From an optimization exercise on the open Yosys and OpenROAD flow, aimed at small area and a short achievable clock period; shortcuts taken in it are not production practice. The RTL was checked by simulation tests, not by an equivalence proof against the original design. Power and IR drop assume default switching activity.

== run 1 ==
Design add_jump_cpu, start of the top module:
module add_jump_cpu (
    input               clk,
    input               rst,
    input        [15:0] value,
    input        [1:0]  dest,
    input        [1:0]  src,
    input               add,
    input               jump,
    input               prog,
    input               advance,
    output   [3:0]  pc,
    output   [15:0] o_b,
    output   [15:0] o_r0,
    output   [15:0] o_r1,
    output   [15:0] o_r2,
    output   [15:0] o_r3,
    output   [31:0] w2_dbg,
    output          asm_store_clk_dbg
);
export LEC_CHECK = 0
export CAP_MARGIN = 20
export CORE_MARGIN = 2
export CORE_UTILIZATION = 60
export SETUP_SLACK_MARGIN = 2.6
export SLEW_MARGIN = 20
export SYNTH_HIERARCHICAL = 1
create_clock -name core_clock -period 5.5 [get_ports {clk}]
standard.sh (not shown) runs the stock make flow with config.mk's settings and CLKGATE_MAP_FILE= SYNTH_SCRIPT=/design/flow/synth_recipe.tcl, a recipe that flattens the netlist after the stock synthesis.
==> flow/flow/run.sh <==
#!/bin/bash
# Standard ORFS layout with three changes: ports are buffered with a plain
# buf_2 instead of the delay cell buffer_ports picks; adders are left as plain
# gates for ABC (no half/full adder cell extraction), so ABC can build a fast
# carry tree; and the clock tree uses clkbuf_8 leaves over larger clusters,
# without dummy loads.
set -euo pipefail
bash standard.sh finish \
    "BUFFER_PORTS_ARGS=-buffer_cell sky130_fd_sc_hd__buf_2" \
    ADDER_MAP_FILE= \
    "CTS_ARGS=-sink_clustering_enable -repair_clock_nets -dont_use_dummy_load -buf_list sky130_fd_sc_hd__clkbuf_8 -sink_clustering_size 16 -sink_clustering_max_diameter 60" \
    > standard_flow.log 2>&1
diff inputs: run 1 => run 2
Settings: SETUP_SLACK_MARGIN changed from 2.6 to 2.3.
--- a/flow/flow/run.sh
+++ b/flow/flow/run.sh
@@ -9,3 +9,3 @@
     "BUFFER_PORTS_ARGS=-buffer_cell sky130_fd_sc_hd__buf_2" \
-    ADDER_MAP_FILE= \
+    ADDER_MAP_FILE= MATCH_CELL_FOOTPRINT=0 \
     "CTS_ARGS=-sink_clustering_enable -repair_clock_nets -dont_use_dummy_load -buf_list sky130_fd_sc_hd__clkbuf_8 -sink_clustering_size 16 -sink_clustering_max_diameter 60" \
### Flow results
- Per the comparison of run 2 with run 1, non-clock buffering overhead in the final layout went down; quantity of gates resized following cts went down; detailed-routed wire length on met2 went down; cell area went down; initial antenna violation count did not really move.
- Sequential share of layout area up 6.1 points in run 2 wrt run 1
Inputs modified between run 2 and run 3:
--- a/flow/flow/run.sh
+++ b/flow/flow/run.sh
@@ -9,3 +9,3 @@
     "BUFFER_PORTS_ARGS=-buffer_cell sky130_fd_sc_hd__buf_2" \
-    ADDER_MAP_FILE= MATCH_CELL_FOOTPRINT=0 \
+    ADDER_MAP_FILE= \
     "CTS_ARGS=-sink_clustering_enable -repair_clock_nets -dont_use_dummy_load -buf_list sky130_fd_sc_hd__clkbuf_8 -sink_clustering_size 16 -sink_clustering_max_diameter 60" \
Per the comparison of run 3 with run 2, sequential power share fell by 0.5 points; clock skew rose by 0.0039 ns; tightest hold margin rose by 0.0095 ns; worst-case register-to-register setup slack rose by 0.02 ns; area growth from synthesis to layout rose by 2.3 points.
Compare run 2 and run 3 | combinational share of power lower: run 2
Run 3 -> run 2: overall die area delta 0, exact match
Run 2 was routed with fewer vias than run 3.
Summary — upper clock frequency limit, run 3 relative to run 2: higher, by 0.97%.
Of run 2 and run 3, run 3 shows the lower proportion of cell area occupied by multi-input gates, with run 2 above it.
Of the two candidates, run 2 has the worse minimum clock period and run 3 the better one.
Setup changes, run 3 to run 4
--- a/flow/flow/run.sh
+++ b/flow/flow/run.sh
@@ -2,3 +2,3 @@
 # Standard ORFS layout with three changes: ports are buffered with a plain
-# buf_2 instead of the delay cell buffer_ports picks; adders are left as plain
+# buf_1 instead of the delay cell buffer_ports picks; adders are left as plain
 # gates for ABC (no half/full adder cell extraction), so ABC can build a fast
@@ -8,3 +8,3 @@
 bash standard.sh finish \
-    "BUFFER_PORTS_ARGS=-buffer_cell sky130_fd_sc_hd__buf_2" \
+    "BUFFER_PORTS_ARGS=-buffer_cell sky130_fd_sc_hd__buf_1" \
     ADDER_MAP_FILE= \
--- outcome ---
In terms of proportion of cell area occupied by multi-input gates, run 3 and run 4 differ only marginally.
Looking at source of the critical timing path, the prog result is from run 3; the src[0] one comes from run 4.
Compared run 3 against run 4; met1 global-route usage within noise.
On share of final layout cell area taken by clock buffers and inverters, run 4 tracks run 3 almost exactly.


onyx:
Starting RTL as in the previous note.
clock: 5.5 ns
lec_check: 0
cap_margin: 20
core_margin: 2
core_utilization: 60
setup_slack_margin: 2.0
slew_margin: 20
synth_hierarchical: 1
==> flow/flow/run.sh <==
#!/bin/bash
# Standard ORFS layout with three changes: ports are buffered with a plain
# buf_2 instead of the delay cell buffer_ports picks; adders are left as plain
# gates for ABC (no half/full adder cell extraction), so ABC can build a fast
# carry tree; and the clock tree uses clkbuf_8 leaves over larger clusters,
# without dummy loads.
set -euo pipefail
bash standard.sh finish \
    "BUFFER_PORTS_ARGS=-buffer_cell sky130_fd_sc_hd__buf_2" \
    ADDER_MAP_FILE= \
    "CTS_ARGS=-sink_clustering_enable -repair_clock_nets -dont_use_dummy_load -buf_list sky130_fd_sc_hd__clkbuf_8 -sink_clustering_size 16 -sink_clustering_max_diameter 60" \
    > standard_flow.log 2>&1
Edits applied to the flow inputs when going from onyx to fjord:
Settings: a change of SETUP_SLACK_MARGIN from 2.0 to 2.3; a change of CORE_UTILIZATION from 60 to 70.
Going from onyx to fjord, the global router's overall resource usage was found to have gone up by 7.3 points.
fjord: worst clock skew on the final layout is 0.046 ns higher than what onyx reported.
Against onyx, fjord reports a total power that is lower.
onyx -> fjord: post-layout instance area increased slightly
Sort fjord and onyx by wire length of the first global-routing pass, ascending, and onyx comes first.
[compare] base=onyx new=fjord: worst hold margin now larger; area used by multi-input combinational logic now larger; synthesized cell count comparable.

==> port drivers added, routing unchanged <==
No port has a modelled driver above. Below, the same layouts with a new extraction and two added sets of constraints. Step 1: set_driving_cell puts a clkbuf_16 on clk and a buf_2 on each other input, an assumption about the parent block. Step 2 times the ports against the registers' clock, not the clock port: input delays grow and output delays shrink by t, the midpoint of the rising clock arrivals with the driver on. a / b / c = ideal ports / drivers / drivers and shift; a / b = the first two.
run | t, ns | slack for setup (ns) | worst hold slack (ns) | slew at the worst register clock pin (ns)
run 1 | 0.579 | 2.210 / 2.154 / 1.575 | 0.536 / 0.536 / 0.536 | 0.10 / 0.10
run 2 | 0.590 | 2.225 / 2.099 / 1.698 | 0.528 / 0.528 / 0.528 | 0.10 / 0.10
run 3 | 0.593 | 2.257 / 2.140 / 1.663 | 0.537 / 0.537 / 0.537 | 0.10 / 0.10
run 4 | 0.573 | 2.057 / 1.989 / 1.640 | 0.547 / 0.547 / 0.547 | 0.10 / 0.10
onyx | 0.585 | 2.077 / 2.013 / 1.480 | 0.523 / 0.523 / 0.523 | 0.10 / 0.10
fjord | 0.642 | 2.261 / 2.140 / 1.560 | 0.534 / 0.534 / 0.534 | 0.11 / 0.11
After both steps every run listed still meets setup and hold. For fjord, which loses most, drivers alone change the setup slack by -0.121 ns; drivers and shift together by -0.701 ns.
